What follows belongs to an exercise in optimizing a design on an open flow for small area; a production flow would make more cautious choices.
Where RTL was checked, it was by simulation tests only, not by an equivalence proof against the original.
The clock input has no modelled driver; a real chip could not lean on it and would need a root buffer or a full tree.
Power figures rest on the tool's default switching activity, not on a simulated workload.

==> build 76 <==
Design axi4_adapter, start of the top module:
module axi4_adapter #(
  parameter integer                     AXI_ID_WIDTH = 1,
  parameter integer                     AXI_ADDR_WIDTH = 12,
  parameter integer                     AXI_DATA_WIDTH = 32,
  parameter bit                         ALIGN_ADDR = 1'b1,
  parameter bit                         EN_SEC_MODE = 1'b1,
  parameter bit                         NO_SEC_FAIL = 0,
  parameter bit                         DECOUPLE_W = 1,
  parameter integer                     AXI_BYTE_COUNT  = AXI_DATA_WIDTH / 8
)(
  input  logic                          aclk,
  input  logic                          aresetn,
  input  logic [AXI_ID_WIDTH-1:0]       awid,
  input  logic [AXI_ADDR_WIDTH-1:0]     awaddr,
  input  logic [7:0]                    awlen,
  input  logic [2:0]                    awsize,
  input  logic [1:0]                    awburst,
  /*verilator lint_off UNUSED*/
  input  logic                          awlock,
  input  logic [3:0]                    awcache,
  /*verilator lint_on UNUSED*/
  input  logic [2:0]                    awprot,
  /*verilator lint_off UNUSED*/
  input  logic [3:0]                    awqos,
  input  logic [3:0]                    awregion,
  /*verilator lint_on UNUSED*/
  input  logic                          awvalid,
  output logic                          awready,
  input  logic [AXI_DATA_WIDTH-1:0]     wdata,
  input  logic [AXI_BYTE_COUNT-1:0]     wstrb,
  input  logic                          wlast,
  input  logic                          wvalid,
  output logic                          wready,
  output logic [AXI_ID_WIDTH-1:0]       bid,
  output logic [1:0]                    bresp,
  output logic                          bvalid,
  input  logic                          bready,
  input  logic [AXI_ID_WIDTH-1:0]       arid,
  input  logic [AXI_ADDR_WIDTH-1:0]     araddr,
  input  logic [7:0]                    arlen,
  input  logic [2:0]                    arsize,
  input  logic [1:0]                    arburst,
  /*verilator lint_off UNUSED*/
  input  logic                          arlock,
  input  logic [3:0]                    arcache,
  /*verilator lint_on UNUSED*/
  input  logic [2:0]                    arprot,
  /*verilator lint_off UNUSED*/
  input  logic [3:0]                    arqos,
  input  logic [3:0]                    arregion,
  /*verilator lint_on UNUSED*/
  input  logic                          arvalid,
  output logic                          arready,
  output logic [AXI_ID_WIDTH-1:0]       rid,
  output logic [AXI_DATA_WIDTH-1:0]     rdata,
  output logic [1:0]                    rresp,
  output logic                          rlast,
  output logic                          rvalid,
  input  logic                          rready,
  output logic [AXI_ADDR_WIDTH-1:0]     rif_waddr,
  input  logic                          rif_wvalid,
  output logic                          rif_wr_req,
  output logic [AXI_BYTE_COUNT-1:0]     rif_wstrb,
  output logic [AXI_DATA_WIDTH-1:0]     rif_wdata,
  output logic [AXI_ADDR_WIDTH-1:0]     rif_raddr,
  input  logic                          rif_rvalid,
  output logic                          rif_rd_req,
  input  logic [AXI_DATA_WIDTH-1:0]     rif_rdata
);
==> flow/config.mk <==
export PLATFORM = sky130hd
export DESIGN_NAME = axi4_adapter
export DESIGN_NICKNAME = axi4_adapter
export VERILOG_FILES = /design/flow/design.v
export SDC_FILE = /design/flow/constraint.sdc
export NUM_CORES = 4
export LEC_CHECK = 0
export CAP_MARGIN = 20
export CORE_MARGIN = 2
export CORE_UTILIZATION = 40
export GPL_TIMING_DRIVEN = 0
export SLEW_MARGIN = 20
==> flow/constraint.sdc <==
create_clock -name core_clock -period 4.0 [get_ports {aclk}]
set_input_delay 0.8000 -clock core_clock [delete_from_list [all_inputs] [get_ports {aclk}]]
set_output_delay 0.8000 -clock core_clock [all_outputs]
set_load 0.01 [all_outputs]
standard.sh (not shown) runs the stock make flow with config.mk's settings and CLKGATE_MAP_FILE= SYNTH_SCRIPT=/design/flow/synth_recipe.tcl, a recipe that flattens the netlist after the stock synthesis.
==> flow/flow/run.sh <==
#!/bin/bash
# The standard ORFS layout (standard.sh) with:
#  - an area-oriented ABC script for the combinational mapping (flow/my_synth.tcl),
#    and no extraction of half/full adder cells (ADDER_MAP_FILE empty), which
#    leaves the hand-written carry chains to ABC,
#  - 1x buffers on the ports,
#  - a clock tree made by hand: the clock port drives four clock buffers, each
#    driving one quarter of the flip-flops (flow/cts_manual.tcl).
# Each tool's output is logged in this folder.
set -euo pipefail
here=$(pwd)
orig=$(grep -o 'SYNTH_SCRIPT=[^ ]*' standard.sh | head -1 | cut -d= -f2-)
export ORIG_SYNTH_SCRIPT="$orig"
export MY_ABC_SCRIPT="$here/flow/abc_area.script"
sed "s#SYNTH_SCRIPT=[^ ]*#SYNTH_SCRIPT=$here/flow/my_synth.tcl#" standard.sh > my_standard.sh
export ADDER_MAP_FILE=
export BUFFER_PORTS_ARGS="-buffer_cell sky130_fd_sc_hd__buf_1"
export PRE_GLOBAL_PLACE_TCL="$here/flow/pre_gpl.tcl"
export PRE_CTS_TCL="$here/flow/cts_manual.tcl"
export MANUAL_CTS_BUF=sky130_fd_sc_hd__clkbuf_16
export MANUAL_CTS_N=4
bash my_standard.sh > standard.log 2>&1
==> flow/flow/abc_area.script <==
&get -n
&st
&deepsyn -T 60
&st
&dch -f
&nf -R 60 -p
&st
&dch -f
&nf -R 60 -p
&put
topo
==> flow/flow/pre_gpl.tcl <==
# Global placement runs without timing-driven mode (GPL_TIMING_DRIVEN 0), which
# would otherwise remove the synthesis buffers; remove them here instead.
remove_buffers
Other scripts of this flow, unchanged in this note and not shown: flow/flow/cts_manual.tcl, flow/flow/my_synth.tcl
==> inputs of trial 4, as changes to build 76 <==
--- a/flow/design.v
+++ b/flow/design.v
@@ -139,16 +139,18 @@
       aw_full <= awvalid;
     end
   end : ff_aw_full
   logic aw_push;
   assign aw_push = awvalid & ~aw_full;
   always_ff @(posedge aclk) begin : ff_awb
-    awb_addr <= (awb_addr & {12{aw_full}}) | (awaddr & {12{aw_push}});
-    awb_mode <= (awb_mode & {4{aw_full}}) | (aw_mode & {4{aw_push}});
-    awb_sec  <= (awb_sec & aw_full) | (awprot[1] & aw_push);
-    awb_id   <= (awb_id & aw_full) | (awid & aw_push);
+    if (aw_push) begin
+      awb_addr <= awaddr;
+      awb_mode <= aw_mode;
+      awb_sec  <= awprot[1];
+      awb_id   <= awid;
+    end
   end : ff_awb
   always_ff @(posedge aclk) begin : ff_aw_pop_en
     if (!aresetn) begin
       aw_pop_en <= 1'b1;
     end
     else if (aw_take) begin
--- a/flow/flow/run.sh
+++ b/flow/flow/run.sh
@@ -12,11 +12,10 @@
 orig=$(grep -o 'SYNTH_SCRIPT=[^ ]*' standard.sh | head -1 | cut -d= -f2-)
 export ORIG_SYNTH_SCRIPT="$orig"
 export MY_ABC_SCRIPT="$here/flow/abc_area.script"
 sed "s#SYNTH_SCRIPT=[^ ]*#SYNTH_SCRIPT=$here/flow/my_synth.tcl#" standard.sh > my_standard.sh
 export ADDER_MAP_FILE=
 export BUFFER_PORTS_ARGS="-buffer_cell sky130_fd_sc_hd__buf_1"
-export PRE_GLOBAL_PLACE_TCL="$here/flow/pre_gpl.tcl"
 export PRE_CTS_TCL="$here/flow/cts_manual.tcl"
 export MANUAL_CTS_BUF=sky130_fd_sc_hd__clkbuf_16
 export MANUAL_CTS_N=4
 bash my_standard.sh > standard.log 2>&1
==> flow/flow/abc_area.script (replaced) <==
&get -n
&st
&deepsyn -T 60
&st
&dch
&nf -R 1000 -p
&st
&syn2
&if -g -K 6
&synch2
&nf -R 1000 -p
&put
topo
- CORE_UTILIZATION: 40 -> 60
- GPL_TIMING_DRIVEN: 0 -> not set
removed: flow/flow/pre_gpl.tcl
==> inputs of build 53, as changes to build 76 <==
--- a/flow/design.v
+++ b/flow/design.v
@@ -139,16 +139,18 @@
       aw_full <= awvalid;
     end
   end : ff_aw_full
   logic aw_push;
   assign aw_push = awvalid & ~aw_full;
   always_ff @(posedge aclk) begin : ff_awb
-    awb_addr <= (awb_addr & {12{aw_full}}) | (awaddr & {12{aw_push}});
-    awb_mode <= (awb_mode & {4{aw_full}}) | (aw_mode & {4{aw_push}});
-    awb_sec  <= (awb_sec & aw_full) | (awprot[1] & aw_push);
-    awb_id   <= (awb_id & aw_full) | (awid & aw_push);
+    if (aw_push) begin
+      awb_addr <= awaddr;
+      awb_mode <= aw_mode;
+      awb_sec  <= awprot[1];
+      awb_id   <= awid;
+    end
   end : ff_awb
   always_ff @(posedge aclk) begin : ff_aw_pop_en
     if (!aresetn) begin
       aw_pop_en <= 1'b1;
     end
     else if (aw_take) begin
@@ -245,17 +247,18 @@
   logic                         ar_hs;
   logic                         ar_sec;
   logic                         ar_sec_q;
   logic [11:0]                  raddr;
   logic [11:0]                  i_raddr;
   logic [11:0]                  next_raddr;
-  logic [3:0]                   ar_mode;
-  logic [3:0]                   ar_mode_q;
-  logic [3:0]                   i_rmode;
-  logic                         ar_wrap;
-  logic [1:0]                   ar_size;
+  logic [1:0]                   ar_size_q;
+  logic [1:0]                   ar_burst_q;
+  logic [3:1]                   ar_len_q;
+  logic [1:0]                   i_rsize;
+  logic [1:0]                   i_rburst;
+  logic [3:1]                   i_rlen;
   logic                         i_rid;
   logic                         rd_err;
   logic                         en_r_cnt_4_0;
   logic                         en_r_cnt_8_5;
   logic [4:0]                   r_cnt_4_0;
   logic [3:0]                   r_cnt_8_5;
@@ -314,30 +317,29 @@
       if (en_r_cnt_8_5) begin
         r_cnt_8_5 <= next_r_cnt[8:5];
       end
     end
   end : ff_r_cnt
   assign i_raddr  = arready ? araddr : raddr;
-  assign ar_mode[3:2] = arburst[1] ? arsize[1:0] : 2'b11;
-  assign ar_mode[1:0] = arburst[1] ? {arlen[2], arlen[3] | (arlen[1] & ~arlen[2])} :
-                        arburst[0] ? arsize[1:0] : 2'b11;
-  assign i_rmode  = arready ? ar_mode : ar_mode_q;
-  assign ar_wrap  = ~(i_rmode[3] & i_rmode[2]);
-  assign ar_size  = ar_wrap ? i_rmode[3:2] : i_rmode[1:0];
+  assign i_rsize  = arready ? arsize[1:0] : ar_size_q;
+  assign i_rburst = arready ? arburst : ar_burst_q;
+  assign i_rlen   = arready ? arlen[3:1] : ar_len_q;
   assign ar_sec   = arready ? arprot[1] : ar_sec_q;
   axi_addr u_axi_raddr (
     .addr       (i_raddr),
-    .inc        (rd_req & ~(&i_rmode)),
-    .wrap       (ar_wrap),
-    .size       (ar_size),
-    .len        ({i_rmode[1] & i_rmode[0], i_rmode[1], i_rmode[1] | i_rmode[0]}),
+    .inc        (rd_req & (i_rburst != 2'd0)),
+    .wrap       (i_rburst[1]),
+    .size       (i_rsize),
+    .len        (i_rlen),
     .next_addr  (next_raddr)
   );
   always_ff @(posedge aclk) begin : ff_raddr
     raddr      <= next_raddr;
-    ar_mode_q  <= i_rmode;
+    ar_size_q  <= i_rsize;
+    ar_burst_q <= i_rburst;
+    ar_len_q   <= i_rlen;
     ar_sec_q   <= ar_sec;
   end : ff_raddr
   always_ff @(posedge aclk) begin : ff_rid
     if (arready) begin
       i_rid <= arid;
     end
==> flow/flow/run.sh (replaced) <==
#!/bin/bash
# The standard ORFS layout (standard.sh) with:
#  - an area-oriented ABC script for the combinational mapping (flow/my_synth.tcl),
#  - 1x buffers on the ports,
#  - a clock tree made by hand: the clock port drives four clock buffers, each
#    driving one quarter of the flip-flops (flow/cts_manual.tcl).
# Each tool's output is logged in this folder.
set -euo pipefail
here=$(pwd)
orig=$(grep -o 'SYNTH_SCRIPT=[^ ]*' standard.sh | head -1 | cut -d= -f2-)
export ORIG_SYNTH_SCRIPT="$orig"
export MY_ABC_SCRIPT="$here/flow/abc_area.script"
sed "s#SYNTH_SCRIPT=[^ ]*#SYNTH_SCRIPT=$here/flow/my_synth.tcl#" standard.sh > my_standard.sh
export ADDER_MAP_FILE=
export BUFFER_PORTS_ARGS="-buffer_cell sky130_fd_sc_hd__buf_1"
export PRE_CTS_TCL="$here/flow/cts_manual.tcl"
export MANUAL_CTS_BUF=sky130_fd_sc_hd__clkbuf_16
export MANUAL_CTS_N=4
bash my_standard.sh > standard.log 2>&1
==> flow/flow/abc_area.script (replaced) <==
&get -n
&st
&deepsyn -T 60
&st
&dch
&nf -R 1000 -p
&st
&syn2
&if -g -K 6
&synch2
&nf -R 1000 -p
&put
topo
- GPL_TIMING_DRIVEN: 0 -> not set
removed: flow/flow/pre_gpl.tcl
==> results.txt <==
Against trial 4, the power of build 53 is larger by 1.0%.
Via count, lowest first: build 53, trial 4, build 76.
Worst setup slack: build 76 < trial 4 < build 53.
The lowest global-route usage belongs to build 53, the highest to trial 4.
Cell area: build 53 > trial 4 > build 76.
Hold slack: trial 4 > build 53 > build 76.
Against trial 4, the critical path depth of build 76 is higher by 6.
Synthesized cell count: build 76 is higher than trial 4 (about 2.8%).
The lowest die area belongs to trial 4, the highest to build 53.
==> figures <==
| item | build 76 | build 53 | trial 4 |
|---|---|---|---|
| Register-to-register setup slack | 0.47 ns | 0.84 ns | 0.61 ns |
| Outcome | finished clean | finished clean | finished clean |
| Horizontal extent of the die | 110.1 µm | 112.6 µm | 92.11 µm |
| Wire length on met1 | 4.231 mm | 4.686 mm | 4.286 mm |
| Synthesized cell area | 0.004503 mm² | 0.004715 mm² | 0.004658 mm² |
| Routed len/inst | 13.79 µm | 13.98 µm | 14.61 µm |
| Beginning of the worst register-to-register path | arready | arready | aw_mode_q[1] |
| Kind of start point of the critical path | input pin | register | input pin |
| Int Power | 1.662 mW | 1.651 mW | 1.632 mW |
| Basic-gate share of the synthesized area counting and, or, nand and nor cells | 0.1248 | 0.1266 | 0.1335 |
| Via count | 3669 | 3544 | 3627 |
| Launch point of the worst hold path | i_bid | i_bid | awb_id |
| Tot GR Track Use | 0.1531 | 0.1510 | 0.2191 |
| Post-synth top area share | 0.4535 | 0.3694 | 0.3610 |
| Switching part of the total power | 0.2925 | 0.2737 | 0.2749 |
| Gpl congestion | 0.7901 | 0.7797 | 0.8914 |
| Taps Inserted | 140 | 143 | 102 |
| Drt via density | 5.061 | 4.971 | 5.389 |
| Number of nets in the layout | 749 | 734 | 735 |
In every run of this note, the design's own scripts or RTL, not TritonCTS, make the clock network.

* * *

==> wip/lagoon <==
Another version of the RTL of axi4_adapter (not shown whole).
// axi4_adapter
module axi4_adapter #(
  parameter integer                     AXI_ID_WIDTH = 1,
  parameter integer                     AXI_ADDR_WIDTH = 12,
  parameter integer                     AXI_DATA_WIDTH = 32,
  parameter bit                         ALIGN_ADDR = 1'b1,
  parameter bit                         EN_SEC_MODE = 1'b1,
  parameter bit                         NO_SEC_FAIL = 0,
  parameter bit                         DECOUPLE_W = 1,
  parameter integer                     AXI_BYTE_COUNT  = AXI_DATA_WIDTH / 8
)(
  input  logic                          aclk,
  input  logic                          aresetn,
  input  logic [AXI_ID_WIDTH-1:0]       awid,
  input  logic [AXI_ADDR_WIDTH-1:0]     awaddr,
  input  logic [7:0]                    awlen,
  input  logic [2:0]                    awsize,
  input  logic [1:0]                    awburst,
  /*verilator lint_off UNUSED*/
  input  logic                          awlock,
  input  logic [3:0]                    awcache,
  /*verilator lint_on UNUSED*/
  input  logic [2:0]                    awprot,
  /*verilator lint_off UNUSED*/
  input  logic [3:0]                    awqos,
  input  logic [3:0]                    awregion,
  /*verilator lint_on UNUSED*/
  input  logic                          awvalid,
  output logic                          awready,
  input  logic [AXI_DATA_WIDTH-1:0]     wdata,
  input  logic [AXI_BYTE_COUNT-1:0]     wstrb,
  ...
export LEC_CHECK = 0
export CAP_MARGIN = 20
export CORE_MARGIN = 2
export CORE_UTILIZATION = 65
export SLEW_MARGIN = 20
create_clock -name core_clock -period 4.0 [get_ports {aclk}]
==> flow/flow/run.sh <==
#!/bin/bash
# Standard ORFS layout with 1x port buffers and a clock tree made by hand
# (flow/cts_manual.tcl). Each tool's output is logged in this folder.
set -euo pipefail
here=$(pwd)
export BUFFER_PORTS_ARGS="-buffer_cell sky130_fd_sc_hd__buf_1"
export PRE_CTS_TCL="$here/flow/cts_manual.tcl"
export MANUAL_CTS_BUF=sky130_fd_sc_hd__clkbuf_16
export MANUAL_CTS_N=4
bash standard.sh > standard.log 2>&1
==> flow/flow/cts_manual.tcl <==
# Clock tree made by hand: the clock port drives a few clock buffers, each of
# which drives one cluster of flip-flops. Sourced before ORFS's CTS step; it
# replaces clock_tree_synthesis for that step.
proc manual_cts { buf_master nclusters } {
  set block [ord::get_db_block]
  set master [[ord::get_db] findMaster $buf_master]
  set clk_net [$block findNet aclk]
  set sinks {}
  foreach it [$clk_net getITerms] {
    set loc [[$it getInst] getLocation]
    lappend sinks [list [lindex $loc 0] [lindex $loc 1] $it]
  }
  # split into balanced clusters: halves by x, then each half by y
  set groups [list $sinks]
  set axis 0
  while { [llength $groups] < $nclusters } {
    set next {}
    foreach g $groups {
      set s [lsort -integer -index $axis $g]
      set h [expr {[llength $s] / 2}]
      lappend next [lrange $s 0 [expr {$h - 1}]] [lrange $s $h end]
    }
    set groups $next
    set axis [expr {1 - $axis}]
  }
  set i 0
  foreach g $groups {
    set sx 0; set sy 0
    foreach s $g { incr sx [lindex $s 0]; incr sy [lindex $s 1] }
    set n [llength $g]
    set inst [odb::dbInst_create $block $master "clkbuf_m_$i"]
    set net [odb::dbNet_create $block "clknet_m_$i"]
    $net setSigType CLOCK
    foreach s $g {
      set it [lindex $s 2]
      $it disconnect
      $it connect $net
    }
    [$inst findITerm A] connect $clk_net
    [$inst findITerm X] connect $net
    $inst setLocation [expr {$sx / $n}] [expr {$sy / $n}]
    $inst setPlacementStatus PLACED
    puts "manual_cts: $buf_master clkbuf_m_$i drives $n sinks"
    incr i
  }
}

rename clock_tree_synthesis orfs_clock_tree_synthesis
proc clock_tree_synthesis { args } {
  manual_cts $::env(MANUAL_CTS_BUF) $::env(MANUAL_CTS_N)
  set_propagated_clock [all_clocks]
}
==> wip/garnet (differences from wip/lagoon) <==
--- a/flow/design.v
+++ b/flow/design.v
@@ -94,21 +94,22 @@
   input  logic                          rif_rvalid,
   output logic                          rif_rd_req,
   input  logic [AXI_DATA_WIDTH-1:0]     rif_rdata
 );
   logic                         aw_full;
   logic [11:0]                  awb_addr;
-  logic [3:0]                   awb_mode;
+  logic [1:0]                   awb_size;
+  logic [1:0]                   awb_burst;
+  logic [3:1]                   awb_len;
   logic                         awb_sec;
   logic                         awb_id;
   logic                         aw_pop_en;    
   logic [11:0]                  waddr;
-  logic [3:0]                   aw_mode_q;
-  logic [3:0]                   aw_mode;
-  logic                         aw_wrap;
-  logic [1:0]                   aw_size;
+  logic [1:0]                   aw_size_q;
+  logic [1:0]                   aw_burst_q;
+  logic [3:1]                   aw_len_q;
   logic                         aw_sec;
   logic                         i_bid;
   logic                         i_bvalid;
   logic                         wr_err;
   logic                         w_hs;
   logic                         w_last_hs;
@@ -134,15 +135,15 @@
       aw_full <= awvalid;
     end
   end : ff_aw_full
   logic aw_push;
   assign aw_push = awvalid & ~aw_full;
   always_ff @(posedge aclk) begin : ff_awb
-    {awb_addr, awb_mode, awb_sec, awb_id} <=
-        ({awb_addr, awb_mode, awb_sec, awb_id} & {18{aw_full | ~awvalid}}) |
-        ({awaddr, aw_mode, awprot[1], awid} & {18{aw_push}});
+    {awb_addr, awb_size, awb_burst, awb_len, awb_sec, awb_id} <=
+        ({awb_addr, awb_size, awb_burst, awb_len, awb_sec, awb_id} & {21{aw_full | ~awvalid}}) |
+        ({awaddr, awsize[1:0], awburst, awlen[3:1], awprot[1], awid} & {21{aw_push}});
   end : ff_awb
   always_ff @(posedge aclk or negedge aresetn) begin : ff_aw_pop_en
     if (!aresetn) begin
       aw_pop_en <= 1'b1;
     end
     else if (aw_take) begin
@@ -167,27 +168,22 @@
     end
   end : ff_wready
   logic aw_keep;
   assign aw_load = ~wready | w_last_hs;
   assign aw_keep = wready & ~(wvalid & wlast);
   always_ff @(posedge aclk) begin : ff_aw_q
-    {aw_mode_q, aw_sec} <=
-        ({aw_mode_q, aw_sec} & {5{aw_keep}}) |
-        ({awb_mode, awb_sec} & {5{aw_load}});
+    {aw_size_q, aw_burst_q, aw_len_q, aw_sec} <=
+        ({aw_size_q, aw_burst_q, aw_len_q, aw_sec} & {8{aw_keep}}) |
+        ({awb_size, awb_burst, awb_len, awb_sec} & {8{aw_load}});
   end : ff_aw_q
-  assign aw_mode[3:2] = awburst[1] ? awsize[1:0] : 2'b11;
-  assign aw_mode[1:0] = awburst[1] ? {awlen[2], awlen[3] | (awlen[1] & ~awlen[2])} :
-                        awburst[0] ? awsize[1:0] : 2'b11;
-  assign aw_wrap = ~(aw_mode_q[3] & aw_mode_q[2]);
-  assign aw_size = aw_wrap ? aw_mode_q[3:2] : aw_mode_q[1:0];
   axi_addr u_axi_waddr (
     .addr       (waddr),
-    .inc        (wvalid & ~(&aw_mode_q)),
-    .wrap       (aw_wrap),
-    .size       (aw_size),
-    .len        ({aw_mode_q[1] & aw_mode_q[0], aw_mode_q[1], aw_mode_q[1] | aw_mode_q[0]}),
+    .inc        (wvalid & (aw_burst_q != 2'd0)),
+    .wrap       (aw_burst_q[1]),
+    .size       (aw_size_q),
+    .len        (aw_len_q),
     .next_addr  (next_waddr)
   );
   always_ff @(posedge aclk) begin : ff_waddr
     waddr <= aw_load ? awb_addr : next_waddr;
   end : ff_waddr
   assign rif_wr_req = aw_sec & w_hs;
==> flow/flow/run.sh (replaced) <==
#!/bin/bash
set -euo pipefail
export BUFFER_PORTS_ARGS="-buffer_cell sky130_fd_sc_hd__buf_1"
export CTS_ARGS="-sink_clustering_enable -repair_clock_nets -dont_use_dummy_load -sink_clustering_size 30 -sink_clustering_max_diameter 100 -buf_list {sky130_fd_sc_hd__clkbuf_8 sky130_fd_sc_hd__clkbuf_16}"
bash standard.sh > standard.log 2>&1
Settings changed: CORE_UTILIZATION 65 to 40.
removed: flow/flow/cts_manual.tcl
==> wip/raven (differences from wip/lagoon) <==
Settings changed: CORE_UTILIZATION 65 to 40.
==> wip/sierra (differences from wip/lagoon) <==
--- a/flow/design.v
+++ b/flow/design.v
@@ -94,21 +94,22 @@
   input  logic                          rif_rvalid,
   output logic                          rif_rd_req,
   input  logic [AXI_DATA_WIDTH-1:0]     rif_rdata
 );
   logic                         aw_full;
   logic [11:0]                  awb_addr;
-  logic [3:0]                   awb_mode;
+  logic [1:0]                   awb_size;
+  logic [1:0]                   awb_burst;
+  logic [3:1]                   awb_len;
   logic                         awb_sec;
   logic                         awb_id;
   logic                         aw_pop_en;    
   logic [11:0]                  waddr;
-  logic [3:0]                   aw_mode_q;
-  logic [3:0]                   aw_mode;
-  logic                         aw_wrap;
-  logic [1:0]                   aw_size;
+  logic [1:0]                   aw_size_q;
+  logic [1:0]                   aw_burst_q;
+  logic [3:1]                   aw_len_q;
   logic                         aw_sec;
   logic                         i_bid;
   logic                         i_bvalid;
   logic                         wr_err;
   logic                         w_hs;
   logic                         w_last_hs;
@@ -131,18 +132,21 @@
       aw_full <= ~aw_pop;
     end
     else begin
       aw_full <= awvalid;
     end
   end : ff_aw_full
-  logic aw_push;
-  assign aw_push = awvalid & ~aw_full;
   always_ff @(posedge aclk) begin : ff_awb
-    {awb_addr, awb_mode, awb_sec, awb_id} <=
-        ({awb_addr, awb_mode, awb_sec, awb_id} & {18{aw_full | ~awvalid}}) |
-        ({awaddr, aw_mode, awprot[1], awid} & {18{aw_push}});
+    if (awvalid && !aw_full) begin
+      awb_addr  <= awaddr;
+      awb_size  <= awsize[1:0];
+      awb_burst <= awburst;
+      awb_len   <= awlen[3:1];
+      awb_sec   <= awprot[1];
+      awb_id    <= awid;
+    end
   end : ff_awb
   always_ff @(posedge aclk or negedge aresetn) begin : ff_aw_pop_en
     if (!aresetn) begin
       aw_pop_en <= 1'b1;
     end
     else if (aw_take) begin
@@ -163,31 +167,27 @@
       wready <= 1'b1;
     end
     else if (w_last_hs) begin
       wready <= 1'b0;
     end
   end : ff_wready
-  logic aw_keep;
   assign aw_load = ~wready | w_last_hs;
-  assign aw_keep = wready & ~(wvalid & wlast);
   always_ff @(posedge aclk) begin : ff_aw_q
-    {aw_mode_q, aw_sec} <=
-        ({aw_mode_q, aw_sec} & {5{aw_keep}}) |
-        ({awb_mode, awb_sec} & {5{aw_load}});
+    if (aw_load) begin
+      aw_size_q  <= awb_size;
+      aw_burst_q <= awb_burst;
+      aw_len_q   <= awb_len;
+      aw_sec     <= awb_sec;
+    end
   end : ff_aw_q
-  assign aw_mode[3:2] = awburst[1] ? awsize[1:0] : 2'b11;
-  assign aw_mode[1:0] = awburst[1] ? {awlen[2], awlen[3] | (awlen[1] & ~awlen[2])} :
-                        awburst[0] ? awsize[1:0] : 2'b11;
-  assign aw_wrap = ~(aw_mode_q[3] & aw_mode_q[2]);
-  assign aw_size = aw_wrap ? aw_mode_q[3:2] : aw_mode_q[1:0];
   axi_addr u_axi_waddr (
     .addr       (waddr),
-    .inc        (wvalid & ~(&aw_mode_q)),
-    .wrap       (aw_wrap),
-    .size       (aw_size),
-    .len        ({aw_mode_q[1] & aw_mode_q[0], aw_mode_q[1], aw_mode_q[1] | aw_mode_q[0]}),
+    .inc        (wvalid & (aw_burst_q != 2'd0)),
+    .wrap       (aw_burst_q[1]),
+    .size       (aw_size_q),
+    .len        (aw_len_q),
     .next_addr  (next_waddr)
   );
   always_ff @(posedge aclk) begin : ff_waddr
     waddr <= aw_load ? awb_addr : next_waddr;
   end : ff_waddr
   assign rif_wr_req = aw_sec & w_hs;
@@ -323,13 +323,15 @@
     end
     else begin
       rvalid <= rd_req | (rvalid & ~rready);
     end
   end : ff_rvalid
   always_ff @(posedge aclk) begin : ff_rdata
-    rdata <= (rdata & {32{~rd_req}}) | (rif_rdata & {32{rd_req & ar_sec}});
+    if (rd_req) begin
+      rdata <= ar_sec ? rif_rdata : '0;
+    end
     rd_err <= rd_req & (~ar_sec | ~rif_rvalid);
   end : ff_rdata
   assign rresp = {rd_err, 1'b0};
   always_comb begin : comb_rlast
     rlast_d = rlast;
     if (!rvalid || rready) begin
==> flow/run.sh (new file) <==
#!/bin/bash
# synth_recipe.tcl (not shown) runs the flow's synth.tcl, then flattens the netlist and writes it again
# the make line also repeats each setting of config.mk as NAME=value (left out here)
make -C /OpenROAD-flow-scripts/flow DESIGN_CONFIG=/design/flow/config.mk WORK_HOME=/design/flow/orfs CLKGATE_MAP_FILE= SYNTH_SCRIPT=/design/flow/synth_recipe.tcl finish
Settings changed: CORE_UTILIZATION 65 to 40.
removed: flow/flow/run.sh
removed: flow/flow/cts_manual.tcl
removed: flow/standard.sh
==> comparison <==
Clock-buffer cell count: wip/garnet is lower than wip/sierra (10).
Non-clock buffer count: wip/sierra is higher than wip/garnet (3).
The clock power of wip/sierra is 3.4 times that of wip/raven.
Sequential share of layout area: wip/sierra < wip/garnet < wip/raven < wip/lagoon.
Setup slack: wip/garnet > wip/raven > wip/lagoon > wip/sierra.
wip/raven went through all stages and came out clean. wip/lagoon completed without violations. wip/sierra passed the timing, design-rule and antenna checks. wip/garnet finished clean.
Against wip/garnet, the fmax of wip/sierra is smaller by 2.9%.
==> figures <==
Post-synthesis instance area: wip/raven 5160 um2; wip/lagoon 5160 um2; wip/garnet 5250 um2; wip/sierra 5560 um2
Proportion of power drawn by the clock network: wip/raven 0.126; wip/lagoon 0.125; wip/garnet 0.256; wip/sierra 0.309
Setup Slack @ Placement: wip/raven 0.524 ns; wip/lagoon 0.497 ns; wip/garnet 0.524 ns; wip/sierra 0.274 ns
Skew-Pair Late Insertion Delay: wip/raven 0.17 ns; wip/lagoon 0.16 ns; wip/garnet 0.40 ns; wip/sierra 0.40 ns
Power consumed by the clock network: wip/raven 461 uW; wip/lagoon 459 uW; wip/garnet 1160 uW; wip/sierra 1560 uW
Outcome: wip/raven complete, no violations; wip/lagoon complete, no violations; wip/garnet complete, no violations; wip/sierra complete, no violations
Classification of the worst setup path: wip/raven in2reg; wip/lagoon in2reg; wip/garnet reg2reg; wip/sierra in2out
Nets@finish: wip/raven 770; wip/lagoon 772; wip/garnet 774; wip/sierra 775
Total area of multi-input combinational cells: wip/raven 2060 um2; wip/lagoon 2060 um2; wip/garnet 2030 um2; wip/sierra 1930 um2
Critical path startpoint category: wip/raven primary input; wip/lagoon primary input; wip/garnet flip-flop; wip/sierra primary input
Area share of fa/ha/maj cells after synthesis: wip/raven 0.0218; wip/lagoon 0.0218; wip/garnet 0.0214; wip/sierra 0.0202
Multi-input gate share of total cell area: wip/raven 0.367; wip/lagoon 0.371; wip/garnet 0.336; wip/sierra 0.256
Distinct cell type count of the synthesized netlist: wip/raven 54; wip/lagoon 54; wip/garnet 54; wip/sierra 56
Most frequent cell on the critical path: wip/raven -; wip/lagoon -; wip/garnet sky130_fd_sc_hd__ha_1; wip/sierra sky130_fd_sc_hd__clkdlybuf4s50_1
No functional check of the RTL was part of wip/lagoon, wip/garnet and wip/raven. In wip/lagoon and wip/raven the design's own scripts or RTL, not TritonCTS, make the clock network.

separate check: timing with driven ports:
In the flow no input, the clock included, has a driving cell. The finished layouts below were timed again as built, in two steps.
Step 1, drivers: a clkbuf_16 drives aclk and a buf_2 each remaining input, both assumed.
Step 2 times the ports against the registers' clock, not the clock port: input delays grow and output delays shrink by t, the midpoint of the rising clock arrivals with the driver on.
Three values: no drivers, after step 1, after step 2; two values: the first two.
run | shift t [ns] | setup slack, ns | clock arrival spread, ns | worst slew at a driven data input, ns
build 76 | 0.241 | 0.292 / 0.342 / 0.101 | 0.012 / 0.012 | 0.08
trial 4 | 0.233 | 0.566 / 0.603 / 0.370 | 0.008 / 0.008 | 0.08
build 53 | 0.240 | 0.838 / 0.838 / 0.690 | 0.015 / 0.015 | 0.07
wip/lagoon | 0.241 | 0.639 / 0.694 / 0.453 | 0.013 / 0.012 | 0.10
wip/garnet | 0.438 | 0.735 / 0.735 / 0.519 | 0.016 / 0.015 | 0.07
wip/raven | 0.245 | 0.713 / 0.743 / 0.517 | 0.012 / 0.011 | 0.08
wip/sierra | 0.439 | 0.639 / 0.615 / 0.259 | 0.007 / 0.007 | 0.08
After both steps every run listed still meets setup and hold. The setup slack of wip/sierra, which loses most, moves by -0.024 ns with the drivers and by -0.380 ns with both steps.
